This is an optimization exercise on Yosys and OpenROAD, whose aim is small area and a short achievable clock period, not a production implementation.
Function was not checked in any run shown here: the RTL went through the layout flow alone.

## flow/design.v (module list and top-level ports; edited modules follow where they fit)
// module sin_cos: 3724 lines
module sin_cos (
  input clock, input [15:0] angle, output [15:0] cos, output [15:0] sin);
  // ...
==> flow/run.sh <==
#!/bin/bash
# synth_recipe.tcl (not shown) runs the flow's synth.tcl, then flattens the netlist and writes it again
# the make line also repeats each setting of config.mk as NAME=value (left out here)
make -C /OpenROAD-flow-scripts/flow DESIGN_CONFIG=/design/flow/config.mk WORK_HOME=/design/flow/orfs CLKGATE_MAP_FILE= SYNTH_SCRIPT=/design/flow/synth_recipe.tcl finish
==> flow/config.mk <==
export PLATFORM = sky130hd
export DESIGN_NAME = sin_cos
export DESIGN_NICKNAME = sin_cos
export VERILOG_FILES = /design/flow/design.v
export SDC_FILE = /design/flow/constraint.sdc
export NUM_CORES = 4
export LEC_CHECK = 0
export ABC_CLOCK_PERIOD_IN_PS = 2700
export CAP_MARGIN = 20
export CORE_MARGIN = 2
export CORE_UTILIZATION = 40
export SETUP_SLACK_MARGIN = 3.6
export SLEW_MARGIN = 20
==> flow/constraint.sdc <==
create_clock -name core_clock -period 6.5 [get_ports {clock}]
set_input_delay 1.3000 -clock core_clock [delete_from_list [all_inputs] [get_ports {clock}]]
set_output_delay 1.3000 -clock core_clock [all_outputs]
set_load 0.01 [all_outputs]
==> results.txt, run 1 <==
* First drt pass iteration count at 8
* Area inside the core boundary at ~110000 µm²
* Total of max-cap violations at 0
* Worst-case clock buffer depth at 3
* Final period util at 0.503
* Yosys warning total at 1
* Clk sinks at ~800
* Number of setup buffers added after CTS at 45
* Register-to-Register Path Depth at 13
* GRT Util Overall at 0.170
* Kind of cell adding the most delay to the critical path: adder cells
* Combinational family with the most area after synthesis: adder cells
* Rows at 120
* Worst hold path stage count at 0
* Number of non-clock inverters in the layout at between 400 and 500
* Number of global-route vias before repair at between 30k and 40k
* Number of antenna violations at the first check in global routing at 0
* Number of endpoints failing setup at the final stage at 0
* Global-route met2 utilization at 0.303
* Hold Crit Start: e2_8
* Worst r2r src: pc_h2[1]
* Most repeated cell in the gate-level netlist after synthesis: sky130_fd_sc_hd__dfxtp_1
* Effective utilization at floorplan at 0.405
* Critical path required time at slightly above 7000 ps
* Final HPWL from detailed placement at 65700 µm
* Floorplan die width at 334 µm
* P&R area growth vs syn at 15.8%
* Wire length of the first global-routing pass at roughly 150000 µm
* Count of flip-flops with a built-in enable after synthesis at 0
* Maximum achievable frequency at ~310 MHz
* Status: complete, no violations
* Met1 routed wirelength after detailed routing at about 40000 µm
* Critical-path maximum fanout at 3
* Cell type contributing the most total cell area after synthesis: sky130_fd_sc_hd__dfxtp_1
* Number of register bits inferred by synthesis at 793
==> inputs of run 2 (changes only) <==
--- a/flow/design.v
+++ b/flow/design.v
@@ -3120,20 +3120,18 @@
 wire pc_t382 = (pc_t328 & pc_t329) | (pc_t328 & pc_t166) | (pc_t329 & pc_t166);
 wire pc_t383 = pc_t330 ^ pc_t133 ^ pc_t150;
 wire pc_t384 = (pc_t330 & pc_t133) | (pc_t330 & pc_t150) | (pc_t133 & pc_t150);
 wire pc_t385 = pc_t151 ^ pc_t168;
 wire pc_t386 = pc_t151 & pc_t168;
 wire [31:0] pc_r0 = {pc_t384, pc_t382, pc_t380, pc_t378, pc_t376, pc_t374, pc_t372, pc_t370, pc_t368, pc_t366, pc_t364, pc_t362, pc_t360, pc_t358, pc_t356, pc_t354, pc_t352, pc_t350, pc_t348, pc_t346, pc_t344, pc_t342, pc_t340, pc_t338, pc_t336, pc_t334, pc_t332, pc_t331, pc_t4, pc_t3, pc_t2, pc_t1};
 wire [31:0] pc_r1 = {pc_t385, pc_t383, pc_t381, pc_t379, pc_t377, pc_t375, pc_t373, pc_t371, pc_t369, pc_t367, pc_t365, pc_t363, pc_t361, pc_t359, pc_t357, pc_t355, pc_t353, pc_t351, pc_t349, pc_t347, pc_t345, pc_t343, pc_t341, pc_t339, pc_t337, pc_t335, pc_t333, pc_t39, pc_t21, pc_t20, 1'b0, b_neg[0]};
 wire [31:0] pc_r2 = {1'b1, pc_t167, 1'b1, pc_t165, pc_t325, pc_t321, pc_t317, pc_t313, pc_t309, pc_t305, pc_t301, pc_t297, pc_t293, pc_t289, pc_t285, pc_t281, pc_t277, pc_t273, pc_t269, pc_t265, pc_t261, pc_t257, pc_t253, b_neg[4], pc_t59, b_neg[3], pc_t40, b_neg[2], 1'b0, b_neg[1], 1'b0, 1'b0};
-wire [9:0] pc_lo = pc_r0[7:0] + pc_r1[7:0] + pc_r2[7:0];
-reg [23:0] pc_h0, pc_h1, pc_h2;
-reg [1:0] pc_cl;
-always @(posedge clock) begin pc_h0 <= pc_r0[31:8]; pc_h1 <= pc_r1[31:8]; pc_h2 <= pc_r2[31:8]; pc_cl <= pc_lo[9:8]; end
+reg [31:0] pc_h0, pc_h1, pc_h2;
+always @(posedge clock) begin pc_h0 <= pc_r0[31:0]; pc_h1 <= pc_r1[31:0]; pc_h2 <= pc_r2[31:0]; end
 wire ps_t1 = ((b_one[0] & y16[0]) | (b_two[0] & 1'b0)) ^ b_neg[0];
 wire ps_t2 = ((b_one[0] & y16[1]) | (b_two[0] & y16[0])) ^ b_neg[0];
 wire ps_t3 = ((b_one[0] & y16[2]) | (b_two[0] & y16[1])) ^ b_neg[0];
 wire ps_t4 = ((b_one[0] & y16[3]) | (b_two[0] & y16[2])) ^ b_neg[0];
 wire ps_t5 = ((b_one[0] & y16[4]) | (b_two[0] & y16[3])) ^ b_neg[0];
 wire ps_t6 = ((b_one[0] & y16[5]) | (b_two[0] & y16[4])) ^ b_neg[0];
 wire ps_t7 = ((b_one[0] & y16[6]) | (b_two[0] & y16[5])) ^ b_neg[0];
 wire ps_t8 = ((b_one[0] & y16[7]) | (b_two[0] & y16[6])) ^ b_neg[0];
@@ -3513,213 +3511,147 @@
 wire ps_t382 = (ps_t328 & ps_t329) | (ps_t328 & ps_t166) | (ps_t329 & ps_t166);
 wire ps_t383 = ps_t330 ^ ps_t133 ^ ps_t150;
 wire ps_t384 = (ps_t330 & ps_t133) | (ps_t330 & ps_t150) | (ps_t133 & ps_t150);
 wire ps_t385 = ps_t151 ^ ps_t168;
 wire ps_t386 = ps_t151 & ps_t168;
 wire [31:0] ps_r0 = {ps_t384, ps_t382, ps_t380, ps_t378, ps_t376, ps_t374, ps_t372, ps_t370, ps_t368, ps_t366, ps_t364, ps_t362, ps_t360, ps_t358, ps_t356, ps_t354, ps_t352, ps_t350, ps_t348, ps_t346, ps_t344, ps_t342, ps_t340, ps_t338, ps_t336, ps_t334, ps_t332, ps_t331, ps_t4, ps_t3, ps_t2, ps_t1};
 wire [31:0] ps_r1 = {ps_t385, ps_t383, ps_t381, ps_t379, ps_t377, ps_t375, ps_t373, ps_t371, ps_t369, ps_t367, ps_t365, ps_t363, ps_t361, ps_t359, ps_t357, ps_t355, ps_t353, ps_t351, ps_t349, ps_t347, ps_t345, ps_t343, ps_t341, ps_t339, ps_t337, ps_t335, ps_t333, ps_t39, ps_t21, ps_t20, 1'b0, b_neg[0]};
 wire [31:0] ps_r2 = {1'b1, ps_t167, 1'b1, ps_t165, ps_t325, ps_t321, ps_t317, ps_t313, ps_t309, ps_t305, ps_t301, ps_t297, ps_t293, ps_t289, ps_t285, ps_t281, ps_t277, ps_t273, ps_t269, ps_t265, ps_t261, ps_t257, ps_t253, b_neg[4], ps_t59, b_neg[3], ps_t40, b_neg[2], 1'b0, b_neg[1], 1'b0, 1'b0};
-wire [9:0] ps_lo = ps_r0[7:0] + ps_r1[7:0] + ps_r2[7:0];
-reg [23:0] ps_h0, ps_h1, ps_h2;
-reg [1:0] ps_cl;
-always @(posedge clock) begin ps_h0 <= ps_r0[31:8]; ps_h1 <= ps_r1[31:8]; ps_h2 <= ps_r2[31:8]; ps_cl <= ps_lo[9:8]; end
+reg [31:0] ps_h0, ps_h1, ps_h2;
+always @(posedge clock) begin ps_h0 <= ps_r0[31:0]; ps_h1 <= ps_r1[31:0]; ps_h2 <= ps_r2[31:0]; end
 wire pcf_t1 = pc_h0[0] ^ pc_h1[0];
 wire pcf_t2 = pc_h0[0] & pc_h1[0];
 wire pcf_t3 = pc_h0[1] ^ pc_h1[1] ^ pc_h2[1];
 wire pcf_t4 = (pc_h0[1] & pc_h1[1]) | (pc_h0[1] & pc_h2[1]) | (pc_h1[1] & pc_h2[1]);
-wire pcf_t5 = pc_h0[2] ^ pc_h1[2];
-wire pcf_t6 = pc_h0[2] & pc_h1[2];
-wire pcf_t7 = pc_h0[3] ^ pc_h1[3];
-wire pcf_t8 = pc_h0[3] & pc_h1[3];
-wire pcf_t9 = pc_h0[4] ^ pc_h1[4];
-wire pcf_t10 = pc_h0[4] & pc_h1[4];
-wire pcf_t11 = pc_h0[5] ^ pc_h1[5];
-wire pcf_t12 = pc_h0[5] & pc_h1[5];
-wire pcf_t13 = pc_h0[6] ^ pc_h1[6];
-wire pcf_t14 = pc_h0[6] & pc_h1[6];
-wire pcf_t15 = pc_h0[7] ^ pc_h1[7];
-wire pcf_t16 = pc_h0[7] & pc_h1[7];
-wire pcf_t17 = pc_h0[8] ^ pc_h1[8];
-wire pcf_t18 = pc_h0[8] & pc_h1[8];
-wire pcf_t19 = pc_h0[9] ^ pc_h1[9];
-wire pcf_t20 = pc_h0[9] & pc_h1[9];
-wire pcf_t21 = pc_h0[10] ^ pc_h1[10];
-wire pcf_t22 = pc_h0[10] & pc_h1[10];
-wire pcf_t23 = pc_h0[11] ^ pc_h1[11];
-wire pcf_t24 = pc_h0[11] & pc_h1[11];
-wire pcf_t25 = pc_h0[12] ^ pc_h1[12];
-wire pcf_t26 = pc_h0[12] & pc_h1[12];
-wire pcf_t27 = pc_h0[13] ^ pc_h1[13];
-wire pcf_t28 = pc_h0[13] & pc_h1[13];
-wire pcf_t29 = pc_h0[14] ^ pc_h1[14];
-wire pcf_t30 = pc_h0[14] & pc_h1[14];
-wire pcf_t31 = pc_h0[15] ^ pc_h1[15];
-wire pcf_t32 = pc_h0[15] & pc_h1[15];
-wire pcf_t33 = pc_h0[16] ^ pc_h1[16];
-wire pcf_t34 = pc_h0[16] & pc_h1[16];
-wire pcf_t35 = pc_h0[17] ^ pc_h1[17];
-wire pcf_t36 = pc_h0[17] & pc_h1[17];
-wire pcf_t37 = pc_h0[18] ^ pc_h1[18];
-wire pcf_t38 = pc_h0[18] & pc_h1[18];
-wire pcf_t39 = pc_h0[19] ^ pc_h1[19];
-wire pcf_t40 = pc_h0[19] & pc_h1[19];
-wire pcf_t41 = pc_h0[20] ^ pc_h1[20];
-wire pcf_t42 = pc_h0[20] & pc_h1[20];
-wire pcf_t43 = pc_h0[21] ^ pc_h1[21];
-wire pcf_t44 = pc_h0[21] & pc_h1[21];
-wire pcf_t45 = pc_h0[22] ^ pc_h1[22];
-wire pcf_t46 = pc_h0[22] & pc_h1[22];
-wire pcf_t47 = pc_h0[23] ^ pc_h1[23];
-wire pcf_t48 = pc_h0[23] & pc_h1[23];
-wire pcf_t49 = pcf_t1 ^ pc_h2[0];
-wire pcf_t50 = pcf_t1 & pc_h2[0];
-wire pcf_t51 = pcf_t2 ^ pcf_t3 ^ pc_cl[1];
-wire pcf_t52 = (pcf_t2 & pcf_t3) | (pcf_t2 & pc_cl[1]) | (pcf_t3 & pc_cl[1]);
-wire pcf_t53 = pcf_t4 ^ pcf_t5 ^ pc_h2[2];
-wire pcf_t54 = (pcf_t4 & pcf_t5) | (pcf_t4 & pc_h2[2]) | (pcf_t5 & pc_h2[2]);
-wire pcf_t55 = pcf_t6 ^ pcf_t7 ^ pc_h2[3];
-wire pcf_t56 = (pcf_t6 & pcf_t7) | (pcf_t6 & pc_h2[3]) | (pcf_t7 & pc_h2[3]);
-wire pcf_t57 = pcf_t8 ^ pcf_t9 ^ pc_h2[4];
-wire pcf_t58 = (pcf_t8 & pcf_t9) | (pcf_t8 & pc_h2[4]) | (pcf_t9 & pc_h2[4]);
-wire pcf_t59 = pcf_t10 ^ pcf_t11 ^ pc_h2[5];
-wire pcf_t60 = (pcf_t10 & pcf_t11) | (pcf_t10 & pc_h2[5]) | (pcf_t11 & pc_h2[5]);
-wire pcf_t61 = pcf_t12 ^ pcf_t13 ^ pc_h2[6];
-wire pcf_t62 = (pcf_t12 & pcf_t13) | (pcf_t12 & pc_h2[6]) | (pcf_t13 & pc_h2[6]);
-wire pcf_t63 = pcf_t14 ^ pcf_t15 ^ pc_h2[7];
-wire pcf_t64 = (pcf_t14 & pcf_t15) | (pcf_t14 & pc_h2[7]) | (pcf_t15 & pc_h2[7]);
-wire pcf_t65 = pcf_t16 ^ pcf_t17 ^ pc_h2[8];
-wire pcf_t66 = (pcf_t16 & pcf_t17) | (pcf_t16 & pc_h2[8]) | (pcf_t17 & pc_h2[8]);
-wire pcf_t67 = pcf_t18 ^ pcf_t19 ^ pc_h2[9];
-wire pcf_t68 = (pcf_t18 & pcf_t19) | (pcf_t18 & pc_h2[9]) | (pcf_t19 & pc_h2[9]);
-wire pcf_t69 = pcf_t20 ^ pcf_t21 ^ pc_h2[10];
-wire pcf_t70 = (pcf_t20 & pcf_t21) | (pcf_t20 & pc_h2[10]) | (pcf_t21 & pc_h2[10]);
-wire pcf_t71 = pcf_t22 ^ pcf_t23 ^ pc_h2[11];
-wire pcf_t72 = (pcf_t22 & pcf_t23) | (pcf_t22 & pc_h2[11]) | (pcf_t23 & pc_h2[11]);
-wire pcf_t73 = pcf_t24 ^ pcf_t25 ^ pc_h2[12];
-wire pcf_t74 = (pcf_t24 & pcf_t25) | (pcf_t24 & pc_h2[12]) | (pcf_t25 & pc_h2[12]);
-wire pcf_t75 = pcf_t26 ^ pcf_t27 ^ pc_h2[13];
-wire pcf_t76 = (pcf_t26 & pcf_t27) | (pcf_t26 & pc_h2[13]) | (pcf_t27 & pc_h2[13]);
-wire pcf_t77 = pcf_t28 ^ pcf_t29 ^ pc_h2[14];
-wire pcf_t78 = (pcf_t28 & pcf_t29) | (pcf_t28 & pc_h2[14]) | (pcf_t29 & pc_h2[14]);
-wire pcf_t79 = pcf_t30 ^ pcf_t31 ^ pc_h2[15];
-wire pcf_t80 = (pcf_t30 & pcf_t31) | (pcf_t30 & pc_h2[15]) | (pcf_t31 & pc_h2[15]);
-wire pcf_t81 = pcf_t32 ^ pcf_t33 ^ pc_h2[16];
-wire pcf_t82 = (pcf_t32 & pcf_t33) | (pcf_t32 & pc_h2[16]) | (pcf_t33 & pc_h2[16]);
-wire pcf_t83 = pcf_t34 ^ pcf_t35 ^ pc_h2[17];
-wire pcf_t84 = (pcf_t34 & pcf_t35) | (pcf_t34 & pc_h2[17]) | (pcf_t35 & pc_h2[17]);
-wire pcf_t85 = pcf_t36 ^ pcf_t37 ^ pc_h2[18];
-wire pcf_t86 = (pcf_t36 & pcf_t37) | (pcf_t36 & pc_h2[18]) | (pcf_t37 & pc_h2[18]);
-wire pcf_t87 = pcf_t38 ^ pcf_t39 ^ pc_h2[19];
-wire pcf_t88 = (pcf_t38 & pcf_t39) | (pcf_t38 & pc_h2[19]) | (pcf_t39 & pc_h2[19]);
-wire pcf_t89 = pcf_t40 ^ pcf_t41 ^ pc_h2[20];
-wire pcf_t90 = (pcf_t40 & pcf_t41) | (pcf_t40 & pc_h2[20]) | (pcf_t41 & pc_h2[20]);
-wire pcf_t91 = pcf_t42 ^ pcf_t43 ^ pc_h2[21];
-wire pcf_t92 = (pcf_t42 & pcf_t43) | (pcf_t42 & pc_h2[21]) | (pcf_t43 & pc_h2[21]);
-wire pcf_t93 = pcf_t44 ^ pcf_t45 ^ pc_h2[22];
-wire pcf_t94 = (pcf_t44 & pcf_t45) | (pcf_t44 & pc_h2[22]) | (pcf_t45 & pc_h2[22]);
-wire pcf_t95 = pcf_t46 ^ pcf_t47 ^ pc_h2[23];
-wire pcf_t96 = (pcf_t46 & pcf_t47) | (pcf_t46 & pc_h2[23]) | (pcf_t47 & pc_h2[23]);
-wire [23:0] pc_s = {pcf_t94, pcf_t92, pcf_t90, pcf_t88, pcf_t86, pcf_t84, pcf_t82, pcf_t80, pcf_t78, pcf_t76, pcf_t74, pcf_t72, pcf_t70, pcf_t68, pcf_t66, pcf_t64, pcf_t62, pcf_t60, pcf_t58, pcf_t56, pcf_t54, pcf_t52, pcf_t50, pcf_t49} + {pcf_t95, pcf_t93, pcf_t91, pcf_t89, pcf_t87, pcf_t85, pcf_t83, pcf_t81, pcf_t79, pcf_t77, pcf_t75, pcf_t73, pcf_t71, pcf_t69, pcf_t67, pcf_t65, pcf_t63, pcf_t61, pcf_t59, pcf_t57, pcf_t55, pcf_t53, pcf_t51, pc_cl[0]};
+wire pcf_t5 = pc_h0[2] ^ pc_h1[2] ^ pc_h2[2];
+wire pcf_t6 = (pc_h0[2] & pc_h1[2]) | (pc_h0[2] & pc_h2[2]) | (pc_h1[2] & pc_h2[2]);
+wire pcf_t7 = pc_h0[3] ^ pc_h1[3] ^ pc_h2[3];
+wire pcf_t8 = (pc_h0[3] & pc_h1[3]) | (pc_h0[3] & pc_h2[3]) | (pc_h1[3] & pc_h2[3]);
+wire pcf_t9 = pc_h0[4] ^ pc_h1[4] ^ pc_h2[4];
+wire pcf_t10 = (pc_h0[4] & pc_h1[4]) | (pc_h0[4] & pc_h2[4]) | (pc_h1[4] & pc_h2[4]);
+wire pcf_t11 = pc_h0[5] ^ pc_h1[5] ^ pc_h2[5];
+wire pcf_t12 = (pc_h0[5] & pc_h1[5]) | (pc_h0[5] & pc_h2[5]) | (pc_h1[5] & pc_h2[5]);
+wire pcf_t13 = pc_h0[6] ^ pc_h1[6] ^ pc_h2[6];
+wire pcf_t14 = (pc_h0[6] & pc_h1[6]) | (pc_h0[6] & pc_h2[6]) | (pc_h1[6] & pc_h2[6]);
+wire pcf_t15 = pc_h0[7] ^ pc_h1[7] ^ pc_h2[7];
+wire pcf_t16 = (pc_h0[7] & pc_h1[7]) | (pc_h0[7] & pc_h2[7]) | (pc_h1[7] & pc_h2[7]);
+wire pcf_t17 = pc_h0[8] ^ pc_h1[8] ^ pc_h2[8];
+wire pcf_t18 = (pc_h0[8] & pc_h1[8]) | (pc_h0[8] & pc_h2[8]) | (pc_h1[8] & pc_h2[8]);
+wire pcf_t19 = pc_h0[9] ^ pc_h1[9] ^ pc_h2[9];
+wire pcf_t20 = (pc_h0[9] & pc_h1[9]) | (pc_h0[9] & pc_h2[9]) | (pc_h1[9] & pc_h2[9]);
+wire pcf_t21 = pc_h0[10] ^ pc_h1[10] ^ pc_h2[10];
+wire pcf_t22 = (pc_h0[10] & pc_h1[10]) | (pc_h0[10] & pc_h2[10]) | (pc_h1[10] & pc_h2[10]);
+wire pcf_t23 = pc_h0[11] ^ pc_h1[11] ^ pc_h2[11];
+wire pcf_t24 = (pc_h0[11] & pc_h1[11]) | (pc_h0[11] & pc_h2[11]) | (pc_h1[11] & pc_h2[11]);
+wire pcf_t25 = pc_h0[12] ^ pc_h1[12] ^ pc_h2[12];
+wire pcf_t26 = (pc_h0[12] & pc_h1[12]) | (pc_h0[12] & pc_h2[12]) | (pc_h1[12] & pc_h2[12]);
+wire pcf_t27 = pc_h0[13] ^ pc_h1[13] ^ pc_h2[13];
+wire pcf_t28 = (pc_h0[13] & pc_h1[13]) | (pc_h0[13] & pc_h2[13]) | (pc_h1[13] & pc_h2[13]);
+wire pcf_t29 = pc_h0[14] ^ pc_h1[14] ^ pc_h2[14];
+wire pcf_t30 = (pc_h0[14] & pc_h1[14]) | (pc_h0[14] & pc_h2[14]) | (pc_h1[14] & pc_h2[14]);
+wire pcf_t31 = pc_h0[15] ^ pc_h1[15] ^ pc_h2[15];
+wire pcf_t32 = (pc_h0[15] & pc_h1[15]) | (pc_h0[15] & pc_h2[15]) | (pc_h1[15] & pc_h2[15]);
+wire pcf_t33 = pc_h0[16] ^ pc_h1[16] ^ pc_h2[16];
+wire pcf_t34 = (pc_h0[16] & pc_h1[16]) | (pc_h0[16] & pc_h2[16]) | (pc_h1[16] & pc_h2[16]);
+wire pcf_t35 = pc_h0[17] ^ pc_h1[17] ^ pc_h2[17];
+wire pcf_t36 = (pc_h0[17] & pc_h1[17]) | (pc_h0[17] & pc_h2[17]) | (pc_h1[17] & pc_h2[17]);
+wire pcf_t37 = pc_h0[18] ^ pc_h1[18] ^ pc_h2[18];
+wire pcf_t38 = (pc_h0[18] & pc_h1[18]) | (pc_h0[18] & pc_h2[18]) | (pc_h1[18] & pc_h2[18]);
+wire pcf_t39 = pc_h0[19] ^ pc_h1[19] ^ pc_h2[19];
+wire pcf_t40 = (pc_h0[19] & pc_h1[19]) | (pc_h0[19] & pc_h2[19]) | (pc_h1[19] & pc_h2[19]);
+wire pcf_t41 = pc_h0[20] ^ pc_h1[20] ^ pc_h2[20];
+wire pcf_t42 = (pc_h0[20] & pc_h1[20]) | (pc_h0[20] & pc_h2[20]) | (pc_h1[20] & pc_h2[20]);
+wire pcf_t43 = pc_h0[21] ^ pc_h1[21] ^ pc_h2[21];
+wire pcf_t44 = (pc_h0[21] & pc_h1[21]) | (pc_h0[21] & pc_h2[21]) | (pc_h1[21] & pc_h2[21]);
+wire pcf_t45 = pc_h0[22] ^ pc_h1[22] ^ pc_h2[22];
+wire pcf_t46 = (pc_h0[22] & pc_h1[22]) | (pc_h0[22] & pc_h2[22]) | (pc_h1[22] & pc_h2[22]);
+wire pcf_t47 = pc_h0[23] ^ pc_h1[23] ^ pc_h2[23];
+wire pcf_t48 = (pc_h0[23] & pc_h1[23]) | (pc_h0[23] & pc_h2[23]) | (pc_h1[23] & pc_h2[23]);
+wire pcf_t49 = pc_h0[24] ^ pc_h1[24] ^ pc_h2[24];
+wire pcf_t50 = (pc_h0[24] & pc_h1[24]) | (pc_h0[24] & pc_h2[24]) | (pc_h1[24] & pc_h2[24]);
+wire pcf_t51 = pc_h0[25] ^ pc_h1[25] ^ pc_h2[25];
+wire pcf_t52 = (pc_h0[25] & pc_h1[25]) | (pc_h0[25] & pc_h2[25]) | (pc_h1[25] & pc_h2[25]);
+wire pcf_t53 = pc_h0[26] ^ pc_h1[26] ^ pc_h2[26];
+wire pcf_t54 = (pc_h0[26] & pc_h1[26]) | (pc_h0[26] & pc_h2[26]) | (pc_h1[26] & pc_h2[26]);
+wire pcf_t55 = pc_h0[27] ^ pc_h1[27] ^ pc_h2[27];
+wire pcf_t56 = (pc_h0[27] & pc_h1[27]) | (pc_h0[27] & pc_h2[27]) | (pc_h1[27] & pc_h2[27]);
+wire pcf_t57 = pc_h0[28] ^ pc_h1[28] ^ pc_h2[28];
+wire pcf_t58 = (pc_h0[28] & pc_h1[28]) | (pc_h0[28] & pc_h2[28]) | (pc_h1[28] & pc_h2[28]);
+wire pcf_t59 = pc_h0[29] ^ pc_h1[29] ^ pc_h2[29];
+wire pcf_t60 = (pc_h0[29] & pc_h1[29]) | (pc_h0[29] & pc_h2[29]) | (pc_h1[29] & pc_h2[29]);
+wire pcf_t61 = pc_h0[30] ^ pc_h1[30] ^ pc_h2[30];
+wire pcf_t62 = (pc_h0[30] & pc_h1[30]) | (pc_h0[30] & pc_h2[30]) | (pc_h1[30] & pc_h2[30]);
+wire pcf_t63 = pc_h0[31] ^ pc_h1[31] ^ pc_h2[31];
+wire pcf_t64 = (pc_h0[31] & pc_h1[31]) | (pc_h0[31] & pc_h2[31]) | (pc_h1[31] & pc_h2[31]);
+wire [31:0] pc_s = {pcf_t62, pcf_t60, pcf_t58, pcf_t56, pcf_t54, pcf_t52, pcf_t50, pcf_t48, pcf_t46, pcf_t44, pcf_t42, pcf_t40, pcf_t38, pcf_t36, pcf_t34, pcf_t32, pcf_t30, pcf_t28, pcf_t26, pcf_t24, pcf_t22, pcf_t20, pcf_t18, pcf_t16, pcf_t14, pcf_t12, pcf_t10, pcf_t8, pcf_t6, pcf_t4, pcf_t2, pcf_t1} + {pcf_t63, pcf_t61, pcf_t59, pcf_t57, pcf_t55, pcf_t53, pcf_t51, pcf_t49, pcf_t47, pcf_t45, pcf_t43, pcf_t41, pcf_t39, pcf_t37, pcf_t35, pcf_t33, pcf_t31, pcf_t29, pcf_t27, pcf_t25, pcf_t23, pcf_t21, pcf_t19, pcf_t17, pcf_t15, pcf_t13, pcf_t11, pcf_t9, pcf_t7, pcf_t5, pcf_t3, pc_h2[0]};
 wire psf_t1 = ps_h0[0] ^ ps_h1[0];
 wire psf_t2 = ps_h0[0] & ps_h1[0];
 wire psf_t3 = ps_h0[1] ^ ps_h1[1] ^ ps_h2[1];
 wire psf_t4 = (ps_h0[1] & ps_h1[1]) | (ps_h0[1] & ps_h2[1]) | (ps_h1[1] & ps_h2[1]);
-wire psf_t5 = ps_h0[2] ^ ps_h1[2];
-wire psf_t6 = ps_h0[2] & ps_h1[2];
-wire psf_t7 = ps_h0[3] ^ ps_h1[3];
-wire psf_t8 = ps_h0[3] & ps_h1[3];
-wire psf_t9 = ps_h0[4] ^ ps_h1[4];
-wire psf_t10 = ps_h0[4] & ps_h1[4];
-wire psf_t11 = ps_h0[5] ^ ps_h1[5];
-wire psf_t12 = ps_h0[5] & ps_h1[5];
-wire psf_t13 = ps_h0[6] ^ ps_h1[6];
-wire psf_t14 = ps_h0[6] & ps_h1[6];
-wire psf_t15 = ps_h0[7] ^ ps_h1[7];
-wire psf_t16 = ps_h0[7] & ps_h1[7];
-wire psf_t17 = ps_h0[8] ^ ps_h1[8];
-wire psf_t18 = ps_h0[8] & ps_h1[8];
-wire psf_t19 = ps_h0[9] ^ ps_h1[9];
-wire psf_t20 = ps_h0[9] & ps_h1[9];
-wire psf_t21 = ps_h0[10] ^ ps_h1[10];
-wire psf_t22 = ps_h0[10] & ps_h1[10];
-wire psf_t23 = ps_h0[11] ^ ps_h1[11];
-wire psf_t24 = ps_h0[11] & ps_h1[11];
-wire psf_t25 = ps_h0[12] ^ ps_h1[12];
-wire psf_t26 = ps_h0[12] & ps_h1[12];
-wire psf_t27 = ps_h0[13] ^ ps_h1[13];
-wire psf_t28 = ps_h0[13] & ps_h1[13];
-wire psf_t29 = ps_h0[14] ^ ps_h1[14];
-wire psf_t30 = ps_h0[14] & ps_h1[14];
-wire psf_t31 = ps_h0[15] ^ ps_h1[15];
-wire psf_t32 = ps_h0[15] & ps_h1[15];
-wire psf_t33 = ps_h0[16] ^ ps_h1[16];
-wire psf_t34 = ps_h0[16] & ps_h1[16];
-wire psf_t35 = ps_h0[17] ^ ps_h1[17];
-wire psf_t36 = ps_h0[17] & ps_h1[17];
-wire psf_t37 = ps_h0[18] ^ ps_h1[18];
-wire psf_t38 = ps_h0[18] & ps_h1[18];
-wire psf_t39 = ps_h0[19] ^ ps_h1[19];
-wire psf_t40 = ps_h0[19] & ps_h1[19];
-wire psf_t41 = ps_h0[20] ^ ps_h1[20];
-wire psf_t42 = ps_h0[20] & ps_h1[20];
-wire psf_t43 = ps_h0[21] ^ ps_h1[21];
-wire psf_t44 = ps_h0[21] & ps_h1[21];
-wire psf_t45 = ps_h0[22] ^ ps_h1[22];
-wire psf_t46 = ps_h0[22] & ps_h1[22];
-wire psf_t47 = ps_h0[23] ^ ps_h1[23];
-wire psf_t48 = ps_h0[23] & ps_h1[23];
-wire psf_t49 = psf_t1 ^ ps_h2[0];
-wire psf_t50 = psf_t1 & ps_h2[0];
-wire psf_t51 = psf_t2 ^ psf_t3 ^ ps_cl[1];
-wire psf_t52 = (psf_t2 & psf_t3) | (psf_t2 & ps_cl[1]) | (psf_t3 & ps_cl[1]);
-wire psf_t53 = psf_t4 ^ psf_t5 ^ ps_h2[2];
-wire psf_t54 = (psf_t4 & psf_t5) | (psf_t4 & ps_h2[2]) | (psf_t5 & ps_h2[2]);
-wire psf_t55 = psf_t6 ^ psf_t7 ^ ps_h2[3];
-wire psf_t56 = (psf_t6 & psf_t7) | (psf_t6 & ps_h2[3]) | (psf_t7 & ps_h2[3]);
-wire psf_t57 = psf_t8 ^ psf_t9 ^ ps_h2[4];
-wire psf_t58 = (psf_t8 & psf_t9) | (psf_t8 & ps_h2[4]) | (psf_t9 & ps_h2[4]);
-wire psf_t59 = psf_t10 ^ psf_t11 ^ ps_h2[5];
-wire psf_t60 = (psf_t10 & psf_t11) | (psf_t10 & ps_h2[5]) | (psf_t11 & ps_h2[5]);
-wire psf_t61 = psf_t12 ^ psf_t13 ^ ps_h2[6];
-wire psf_t62 = (psf_t12 & psf_t13) | (psf_t12 & ps_h2[6]) | (psf_t13 & ps_h2[6]);
-wire psf_t63 = psf_t14 ^ psf_t15 ^ ps_h2[7];
-wire psf_t64 = (psf_t14 & psf_t15) | (psf_t14 & ps_h2[7]) | (psf_t15 & ps_h2[7]);
-wire psf_t65 = psf_t16 ^ psf_t17 ^ ps_h2[8];
-wire psf_t66 = (psf_t16 & psf_t17) | (psf_t16 & ps_h2[8]) | (psf_t17 & ps_h2[8]);
-wire psf_t67 = psf_t18 ^ psf_t19 ^ ps_h2[9];
-wire psf_t68 = (psf_t18 & psf_t19) | (psf_t18 & ps_h2[9]) | (psf_t19 & ps_h2[9]);
-wire psf_t69 = psf_t20 ^ psf_t21 ^ ps_h2[10];
-wire psf_t70 = (psf_t20 & psf_t21) | (psf_t20 & ps_h2[10]) | (psf_t21 & ps_h2[10]);
-wire psf_t71 = psf_t22 ^ psf_t23 ^ ps_h2[11];
-wire psf_t72 = (psf_t22 & psf_t23) | (psf_t22 & ps_h2[11]) | (psf_t23 & ps_h2[11]);
-wire psf_t73 = psf_t24 ^ psf_t25 ^ ps_h2[12];
-wire psf_t74 = (psf_t24 & psf_t25) | (psf_t24 & ps_h2[12]) | (psf_t25 & ps_h2[12]);
-wire psf_t75 = psf_t26 ^ psf_t27 ^ ps_h2[13];
-wire psf_t76 = (psf_t26 & psf_t27) | (psf_t26 & ps_h2[13]) | (psf_t27 & ps_h2[13]);
-wire psf_t77 = psf_t28 ^ psf_t29 ^ ps_h2[14];
-wire psf_t78 = (psf_t28 & psf_t29) | (psf_t28 & ps_h2[14]) | (psf_t29 & ps_h2[14]);
-wire psf_t79 = psf_t30 ^ psf_t31 ^ ps_h2[15];
-wire psf_t80 = (psf_t30 & psf_t31) | (psf_t30 & ps_h2[15]) | (psf_t31 & ps_h2[15]);
-wire psf_t81 = psf_t32 ^ psf_t33 ^ ps_h2[16];
-wire psf_t82 = (psf_t32 & psf_t33) | (psf_t32 & ps_h2[16]) | (psf_t33 & ps_h2[16]);
-wire psf_t83 = psf_t34 ^ psf_t35 ^ ps_h2[17];
-wire psf_t84 = (psf_t34 & psf_t35) | (psf_t34 & ps_h2[17]) | (psf_t35 & ps_h2[17]);
-wire psf_t85 = psf_t36 ^ psf_t37 ^ ps_h2[18];
-wire psf_t86 = (psf_t36 & psf_t37) | (psf_t36 & ps_h2[18]) | (psf_t37 & ps_h2[18]);
-wire psf_t87 = psf_t38 ^ psf_t39 ^ ps_h2[19];
-wire psf_t88 = (psf_t38 & psf_t39) | (psf_t38 & ps_h2[19]) | (psf_t39 & ps_h2[19]);
-wire psf_t89 = psf_t40 ^ psf_t41 ^ ps_h2[20];
-wire psf_t90 = (psf_t40 & psf_t41) | (psf_t40 & ps_h2[20]) | (psf_t41 & ps_h2[20]);
-wire psf_t91 = psf_t42 ^ psf_t43 ^ ps_h2[21];
-wire psf_t92 = (psf_t42 & psf_t43) | (psf_t42 & ps_h2[21]) | (psf_t43 & ps_h2[21]);
-wire psf_t93 = psf_t44 ^ psf_t45 ^ ps_h2[22];
-wire psf_t94 = (psf_t44 & psf_t45) | (psf_t44 & ps_h2[22]) | (psf_t45 & ps_h2[22]);
-wire psf_t95 = psf_t46 ^ psf_t47 ^ ps_h2[23];
-wire psf_t96 = (psf_t46 & psf_t47) | (psf_t46 & ps_h2[23]) | (psf_t47 & ps_h2[23]);
-wire [23:0] ps_s = {psf_t94, psf_t92, psf_t90, psf_t88, psf_t86, psf_t84, psf_t82, psf_t80, psf_t78, psf_t76, psf_t74, psf_t72, psf_t70, psf_t68, psf_t66, psf_t64, psf_t62, psf_t60, psf_t58, psf_t56, psf_t54, psf_t52, psf_t50, psf_t49} + {psf_t95, psf_t93, psf_t91, psf_t89, psf_t87, psf_t85, psf_t83, psf_t81, psf_t79, psf_t77, psf_t75, psf_t73, psf_t71, psf_t69, psf_t67, psf_t65, psf_t63, psf_t61, psf_t59, psf_t57, psf_t55, psf_t53, psf_t51, ps_cl[0]};
-wire [23:0] pcs = pc_s;
-wire [23:0] pss = ps_s;
+wire psf_t5 = ps_h0[2] ^ ps_h1[2] ^ ps_h2[2];
+wire psf_t6 = (ps_h0[2] & ps_h1[2]) | (ps_h0[2] & ps_h2[2]) | (ps_h1[2] & ps_h2[2]);
+wire psf_t7 = ps_h0[3] ^ ps_h1[3] ^ ps_h2[3];
+wire psf_t8 = (ps_h0[3] & ps_h1[3]) | (ps_h0[3] & ps_h2[3]) | (ps_h1[3] & ps_h2[3]);
+wire psf_t9 = ps_h0[4] ^ ps_h1[4] ^ ps_h2[4];
+wire psf_t10 = (ps_h0[4] & ps_h1[4]) | (ps_h0[4] & ps_h2[4]) | (ps_h1[4] & ps_h2[4]);
+wire psf_t11 = ps_h0[5] ^ ps_h1[5] ^ ps_h2[5];
+wire psf_t12 = (ps_h0[5] & ps_h1[5]) | (ps_h0[5] & ps_h2[5]) | (ps_h1[5] & ps_h2[5]);
+wire psf_t13 = ps_h0[6] ^ ps_h1[6] ^ ps_h2[6];
+wire psf_t14 = (ps_h0[6] & ps_h1[6]) | (ps_h0[6] & ps_h2[6]) | (ps_h1[6] & ps_h2[6]);
+wire psf_t15 = ps_h0[7] ^ ps_h1[7] ^ ps_h2[7];
+wire psf_t16 = (ps_h0[7] & ps_h1[7]) | (ps_h0[7] & ps_h2[7]) | (ps_h1[7] & ps_h2[7]);
+wire psf_t17 = ps_h0[8] ^ ps_h1[8] ^ ps_h2[8];
+wire psf_t18 = (ps_h0[8] & ps_h1[8]) | (ps_h0[8] & ps_h2[8]) | (ps_h1[8] & ps_h2[8]);
+wire psf_t19 = ps_h0[9] ^ ps_h1[9] ^ ps_h2[9];
+wire psf_t20 = (ps_h0[9] & ps_h1[9]) | (ps_h0[9] & ps_h2[9]) | (ps_h1[9] & ps_h2[9]);
+wire psf_t21 = ps_h0[10] ^ ps_h1[10] ^ ps_h2[10];
+wire psf_t22 = (ps_h0[10] & ps_h1[10]) | (ps_h0[10] & ps_h2[10]) | (ps_h1[10] & ps_h2[10]);
+wire psf_t23 = ps_h0[11] ^ ps_h1[11] ^ ps_h2[11];
+wire psf_t24 = (ps_h0[11] & ps_h1[11]) | (ps_h0[11] & ps_h2[11]) | (ps_h1[11] & ps_h2[11]);
+wire psf_t25 = ps_h0[12] ^ ps_h1[12] ^ ps_h2[12];
+wire psf_t26 = (ps_h0[12] & ps_h1[12]) | (ps_h0[12] & ps_h2[12]) | (ps_h1[12] & ps_h2[12]);
+wire psf_t27 = ps_h0[13] ^ ps_h1[13] ^ ps_h2[13];
+wire psf_t28 = (ps_h0[13] & ps_h1[13]) | (ps_h0[13] & ps_h2[13]) | (ps_h1[13] & ps_h2[13]);
+wire psf_t29 = ps_h0[14] ^ ps_h1[14] ^ ps_h2[14];
+wire psf_t30 = (ps_h0[14] & ps_h1[14]) | (ps_h0[14] & ps_h2[14]) | (ps_h1[14] & ps_h2[14]);
+wire psf_t31 = ps_h0[15] ^ ps_h1[15] ^ ps_h2[15];
+wire psf_t32 = (ps_h0[15] & ps_h1[15]) | (ps_h0[15] & ps_h2[15]) | (ps_h1[15] & ps_h2[15]);
+wire psf_t33 = ps_h0[16] ^ ps_h1[16] ^ ps_h2[16];
+wire psf_t34 = (ps_h0[16] & ps_h1[16]) | (ps_h0[16] & ps_h2[16]) | (ps_h1[16] & ps_h2[16]);
+wire psf_t35 = ps_h0[17] ^ ps_h1[17] ^ ps_h2[17];
+wire psf_t36 = (ps_h0[17] & ps_h1[17]) | (ps_h0[17] & ps_h2[17]) | (ps_h1[17] & ps_h2[17]);
+wire psf_t37 = ps_h0[18] ^ ps_h1[18] ^ ps_h2[18];
+wire psf_t38 = (ps_h0[18] & ps_h1[18]) | (ps_h0[18] & ps_h2[18]) | (ps_h1[18] & ps_h2[18]);
+wire psf_t39 = ps_h0[19] ^ ps_h1[19] ^ ps_h2[19];
+wire psf_t40 = (ps_h0[19] & ps_h1[19]) | (ps_h0[19] & ps_h2[19]) | (ps_h1[19] & ps_h2[19]);
+wire psf_t41 = ps_h0[20] ^ ps_h1[20] ^ ps_h2[20];
+wire psf_t42 = (ps_h0[20] & ps_h1[20]) | (ps_h0[20] & ps_h2[20]) | (ps_h1[20] & ps_h2[20]);
+wire psf_t43 = ps_h0[21] ^ ps_h1[21] ^ ps_h2[21];
+wire psf_t44 = (ps_h0[21] & ps_h1[21]) | (ps_h0[21] & ps_h2[21]) | (ps_h1[21] & ps_h2[21]);
+wire psf_t45 = ps_h0[22] ^ ps_h1[22] ^ ps_h2[22];
+wire psf_t46 = (ps_h0[22] & ps_h1[22]) | (ps_h0[22] & ps_h2[22]) | (ps_h1[22] & ps_h2[22]);
+wire psf_t47 = ps_h0[23] ^ ps_h1[23] ^ ps_h2[23];
+wire psf_t48 = (ps_h0[23] & ps_h1[23]) | (ps_h0[23] & ps_h2[23]) | (ps_h1[23] & ps_h2[23]);
+wire psf_t49 = ps_h0[24] ^ ps_h1[24] ^ ps_h2[24];
+wire psf_t50 = (ps_h0[24] & ps_h1[24]) | (ps_h0[24] & ps_h2[24]) | (ps_h1[24] & ps_h2[24]);
+wire psf_t51 = ps_h0[25] ^ ps_h1[25] ^ ps_h2[25];
+wire psf_t52 = (ps_h0[25] & ps_h1[25]) | (ps_h0[25] & ps_h2[25]) | (ps_h1[25] & ps_h2[25]);
+wire psf_t53 = ps_h0[26] ^ ps_h1[26] ^ ps_h2[26];
+wire psf_t54 = (ps_h0[26] & ps_h1[26]) | (ps_h0[26] & ps_h2[26]) | (ps_h1[26] & ps_h2[26]);
+wire psf_t55 = ps_h0[27] ^ ps_h1[27] ^ ps_h2[27];
+wire psf_t56 = (ps_h0[27] & ps_h1[27]) | (ps_h0[27] & ps_h2[27]) | (ps_h1[27] & ps_h2[27]);
+wire psf_t57 = ps_h0[28] ^ ps_h1[28] ^ ps_h2[28];
+wire psf_t58 = (ps_h0[28] & ps_h1[28]) | (ps_h0[28] & ps_h2[28]) | (ps_h1[28] & ps_h2[28]);
+wire psf_t59 = ps_h0[29] ^ ps_h1[29] ^ ps_h2[29];
+wire psf_t60 = (ps_h0[29] & ps_h1[29]) | (ps_h0[29] & ps_h2[29]) | (ps_h1[29] & ps_h2[29]);
+wire psf_t61 = ps_h0[30] ^ ps_h1[30] ^ ps_h2[30];
+wire psf_t62 = (ps_h0[30] & ps_h1[30]) | (ps_h0[30] & ps_h2[30]) | (ps_h1[30] & ps_h2[30]);
+wire psf_t63 = ps_h0[31] ^ ps_h1[31] ^ ps_h2[31];
+wire psf_t64 = (ps_h0[31] & ps_h1[31]) | (ps_h0[31] & ps_h2[31]) | (ps_h1[31] & ps_h2[31]);
+wire [31:0] ps_s = {psf_t62, psf_t60, psf_t58, psf_t56, psf_t54, psf_t52, psf_t50, psf_t48, psf_t46, psf_t44, psf_t42, psf_t40, psf_t38, psf_t36, psf_t34, psf_t32, psf_t30, psf_t28, psf_t26, psf_t24, psf_t22, psf_t20, psf_t18, psf_t16, psf_t14, psf_t12, psf_t10, psf_t8, psf_t6, psf_t4, psf_t2, psf_t1} + {psf_t63, psf_t61, psf_t59, psf_t57, psf_t55, psf_t53, psf_t51, psf_t49, psf_t47, psf_t45, psf_t43, psf_t41, psf_t39, psf_t37, psf_t35, psf_t33, psf_t31, psf_t29, psf_t27, psf_t25, psf_t23, psf_t21, psf_t19, psf_t17, psf_t15, psf_t13, psf_t11, psf_t9, psf_t7, psf_t5, psf_t3, ps_h2[0]};
+wire [31:0] pcs = pc_s;
+wire [31:0] pss = ps_s;
 reg [15:0] cos_r, sin_r;
-always @(posedge clock) begin cos_r <= pcs[23:8]; sin_r <= pss[23:8]; end
+always @(posedge clock) begin cos_r <= pcs[31:16]; sin_r <= pss[31:16]; end
 assign cos = cos_r;
 assign sin = sin_r;
 endmodule
==> flow/config.mk (replaced) <==
export PLATFORM = sky130hd
export DESIGN_NAME = sin_cos
export DESIGN_NICKNAME = sin_cos
export VERILOG_FILES = /design/flow/design.v
export SDC_FILE = /design/flow/constraint.sdc
export NUM_CORES = 4
export LEC_CHECK = 0
export ABC_CLOCK_PERIOD_IN_PS = 2700
export CAP_MARGIN = 20
export CORE_MARGIN = 2
export CORE_UTILIZATION = 40
export CTS_BUF_LIST = sky130_fd_sc_hd__clkbuf_4 sky130_fd_sc_hd__clkbuf_8
export CTS_CLUSTER_DIAMETER = 60
export CTS_CLUSTER_SIZE = 30
export SETUP_SLACK_MARGIN = 3.75
export SLEW_MARGIN = 20
==> results.txt, run 2 <==
* Yosys warning total at 1 (unchanged)
* Synthesized net count at between 5k and 6k
* Leading register cell type out of synthesis: sky130_fd_sc_hd__dfxtp_1
* Status: complete, no violations
* CTS tree: built
* Total gr overflow at 0
* Synthesized-area fraction occupied by and/or/nand/nor cells at 0.0978
* Setup TNS at 0 ps
* Master of the slowest instance on the critical path: sky130_fd_sc_hd__fa_1
* Post-layout worst setup margin at 3540 ps
* Sequential element share of the synthesized area at 0.377
* Worst-case clock buffer depth at 3 (unchanged)
* Delay of the slowest critical-path stage at 540 ps
* Synth cell count leaders: sky130_fd_sc_hd__dfxtp_1 (825), sky130_fd_sc_hd__inv_1 (459), sky130_fd_sc_hd__xnor2_1 (371), sky130_fd_sc_hd__nand2_1 (316), sky130_fd_sc_hd__ha_1 (306)
* Max-slew violation count at 0
* Share of final-layout standard cells stronger than drive strength 1 at 0.145
* Floorplan die width at 335 µm (+0.38%)
* Cell type contributing the most total cell area after synthesis: sky130_fd_sc_hd__dfxtp_1
* GRT Util Overall at 0.179 (+0.00990)
* Commonest cells after routing, fill and taps aside: sky130_fd_sc_hd__dfxtp_1 (723), sky130_fd_sc_hd__inv_1 (444), sky130_fd_sc_hd__xnor2_1 (367)
* First drt pass iteration count at 5 (-3)
* Count of flip-flops with a built-in enable after synthesis at 0 (unchanged)
* Final HPWL from detailed placement at 68500 µm (+4.2%)
* Adder and majority gate portion of the synthesized area at 0.217
* Number of buffers inserted during clock tree synthesis at 75
* Critical path required time at 7130 ps (+80 ps)
* Startpoint-to-endpoint class of the critical path: flip-flop to flip-flop
* Registers with the most flip-flops: pc_h0 (32), ps_h0 (32), ps_h1 (31)
* Total length of routed wires at ~100000 µm
* Height of the chip at roughly 340 µm
* Worst Skew at 77.1 ps
* Most repeated cell in the gate-level netlist after synthesis: sky130_fd_sc_hd__dfxtp_1
* Min cycle time layout at approximately 3000 ps
* Number of global-route vias before repair at 30.6k (+0.81%)
* Area enclosed by the die boundary at around 110000 µm²
* Final period util at 0.455 (-0.0474)
* P&R area growth vs syn at 14.5%
* Mux cell area share after synthesis at 0.00876
* Critical Path Source Type: flip-flop
* Number of top-level pins at 49
* Worst rel slew slack at 0.306
* Largest net degree at the start of global routing at just over 70
* Path category of the worst min-delay check: flip-flop to flip-flop
* Unrepaired setup endpoints after global routing: yes
* Combinational family with the most area after synthesis: adder cells
* Number of register bits inferred by synthesis at 825 (+4.0%)
* Worst EP arrival at approximately 3600 ps
* Combined buffer and inverter count along the critical path at 4
* Maximum achievable frequency at 338 MHz (+10%)
* Total of max-cap violations at 0 (unchanged)
* Total count of hold-check failures in the final report at 0
* Cell variety after synth at just over 80
* Sort of element at the end of the critical path: flip-flop
* Count of port buffers added during placement at 48
* Number of endpoints failing setup at the final stage at 0 (unchanged)
* Iteration-0 DRC Markers at 1726
* Critical-path maximum fanout at 5 (+2)
* Total DRC errors in the routed layout at 0
* Wire length of the first global-routing pass at 162000 µm (+4.8%)
* Wire per inst at about 17 µm
* Worst path most repeated cell: sky130_fd_sc_hd__inv_2
* Number of antenna violations at the first check in global routing at 2 (+2)
* Critical path cell sequence: inv_2 -> fa_1 -> inv_2 -> ha_4 -> a21oi_2 -> o21ai_2 -> o211ai_1 -> a31oi_4 -> a311oi_4 -> buf_4 -> buf_6 -> o21bai_4 -> xor2_1
* Root Buffer: sky130_fd_sc_hd__clkbuf_8
* Xor and xnor fraction of the mapped netlist area at 0.115
* Area inside the core boundary at 109000 µm² (+1.1%)
* Clock latency on the worst-skew pair at 770 ps
* Effective utilization at floorplan at 0.403 (-0.00141)
* Yosys top cell area share at 0.377
* Remaining antenna violation count at 0
* Top post-synthesis cells by area: sky130_fd_sc_hd__dfxtp_1 (38%), sky130_fd_sc_hd__fa_1 (13%), sky130_fd_sc_hd__ha_1 (8.7%), sky130_fd_sc_hd__xnor2_1 (7.4%), sky130_fd_sc_hd__a22oi_1 (4.2%)
* Vias at about 30k
* Slew at the pin closest to its max-slew limit at approximately 1000 ps
* Share of flip-flops with an asynchronous set or reset after synthesis at 0
* Final weighted congestion of routability-driven global placement at 0.873
* Kind of cell adding the most delay to the critical path: compound AO/OA/AOI/OAI gates
* Mean instance size in the synthesized netlist at ~9.9 µm²
* Cell area after technology mapping at 43800 µm²
* Clock-pin slew on the worst setup and hold paths at roughly 120 ps
* Most common library cell in the layout ignoring fill and taps: sky130_fd_sc_hd__dfxtp_1
* Clk sinks at 825 (+4.0%)
* H-tree lvl count at 3
* Post-Synthesis Cells at roughly 4.4k
* Number of nets in the layout at 5047
* Area fraction in compound gates after synthesis at 0.125
* Rows at 121 (+0.83%)
* Post-DR vias/cell at a little over 5
* Pre-CTS setup slack at ~2700 ps
==> run 2: changes by cell type after synthesis, sizes merged, moves of 10 or more <==
cell    delta
a21oi     -15
and3      -10
dfxtp     +32
ha        -44
inv       -24
nand2     +27
nand3     +13
nand3b    +13
nor2      -14
xnor2     +17
xor2      -21
==> run 2: timing repair <==
item                       in CTS  in global routing
cloned                          2                  1
setup endpoints to repair     296                188
hold buffers                    0                  0
resized for setup             314                223
pin swaps                      68                 93
setup buffers                  62                 51
==> run 2: path summary, 6_finish.rpt <==
kind,endpoint,cells past startpoint,slack (ps),from
min reg2reg,e3_13,0,310,e3_12
max reg2reg,sin_r[7],13,3540,ps_h1[6]
max,sin_r[7],13,3540,ps_h1[6]
min,e3_13,0,310,e3_12
==> run 2: metrics by stage <==
step,hold slack [ps],cell area (µm²),util,instances
2_1_floorplan,310,44100,-,4411
3_3_place_gp,311,45600,0.419,5664
3_5_place_dp,312,45600,0.419,5664
4_1_cts,316,48900,0.450,5867
5_1_grt,320,50200,0.462,5921
6_report,311,50200,0.462,5921
==> run 2: cell type report <==
type                       count  area [µm²]
fill                       10100       58500
multi-input combinational   2887       26100
sequential                   825       16800
timing repair buffer         191        1970
tap                         1414        1770
inverter                     462        1760
clock buffer                  81        1090
clock inverter                58         726
timing repair inverter         1        7.51
antenna                        2        5.00
==> run 2: per-layer routing <==
layer / part of all wire / vias to the layer above / wire, µm / global-route usage
li1: - / 14700 / - / -
met1: 0.41 / 14400 / 42200 / 0.218
met2: 0.50 / 815 / 50700 / 0.320
met3: 0.053 / 224 / 5350 / 0.0295
met4: 0.034 / 0 / 3450 / 0.0612
met5: 0 / - / 0 / 0
==> run 2: kinds of logic (layout without fill, tap and decap cells) <==
family          count (synthesis)  after routing
compound gates                815            815
xor+xnor                      574            574
fa+ha+maj                     591            591
buf+inv                       699            793
flops                         825            825
mux                            31             31
other cells                     0              2
simple gates                  876            876

-- re-timing with driven ports --
Ports are ideal in the flow. The routed layouts listed here were re-timed in OpenROAD.
Step 1: set_driving_cell puts a clkbuf_16 on clock and a buf_2 on each other input, an assumption about the parent block.
Step 2 also shifts input and output timing later by t, the mid clock arrival at the registers, as if the neighbouring blocks saw the same clock.
a / b / c = ideal ports / drivers / drivers and shift; a / b = the first two.
| run | t, ns | setup WS [ns] | worst setup path after step 2 | clock arrival spread, ns | cell pins on the clock port's net |
|---|---|---|---|---|---|
| run 1 | 0.712 | 3.234 / 3.234 / 3.018 | input to register | 0.041 / 0.041 | 1 |
| run 2 | 0.795 | 3.542 / 3.542 / 3.043 | input to register | 0.078 / 0.079 | 1 |
After both steps every run listed still meets setup and hold. For run 2, which loses most, drivers alone change the setup slack by 0.000 ns; drivers and shift together by -0.499 ns.
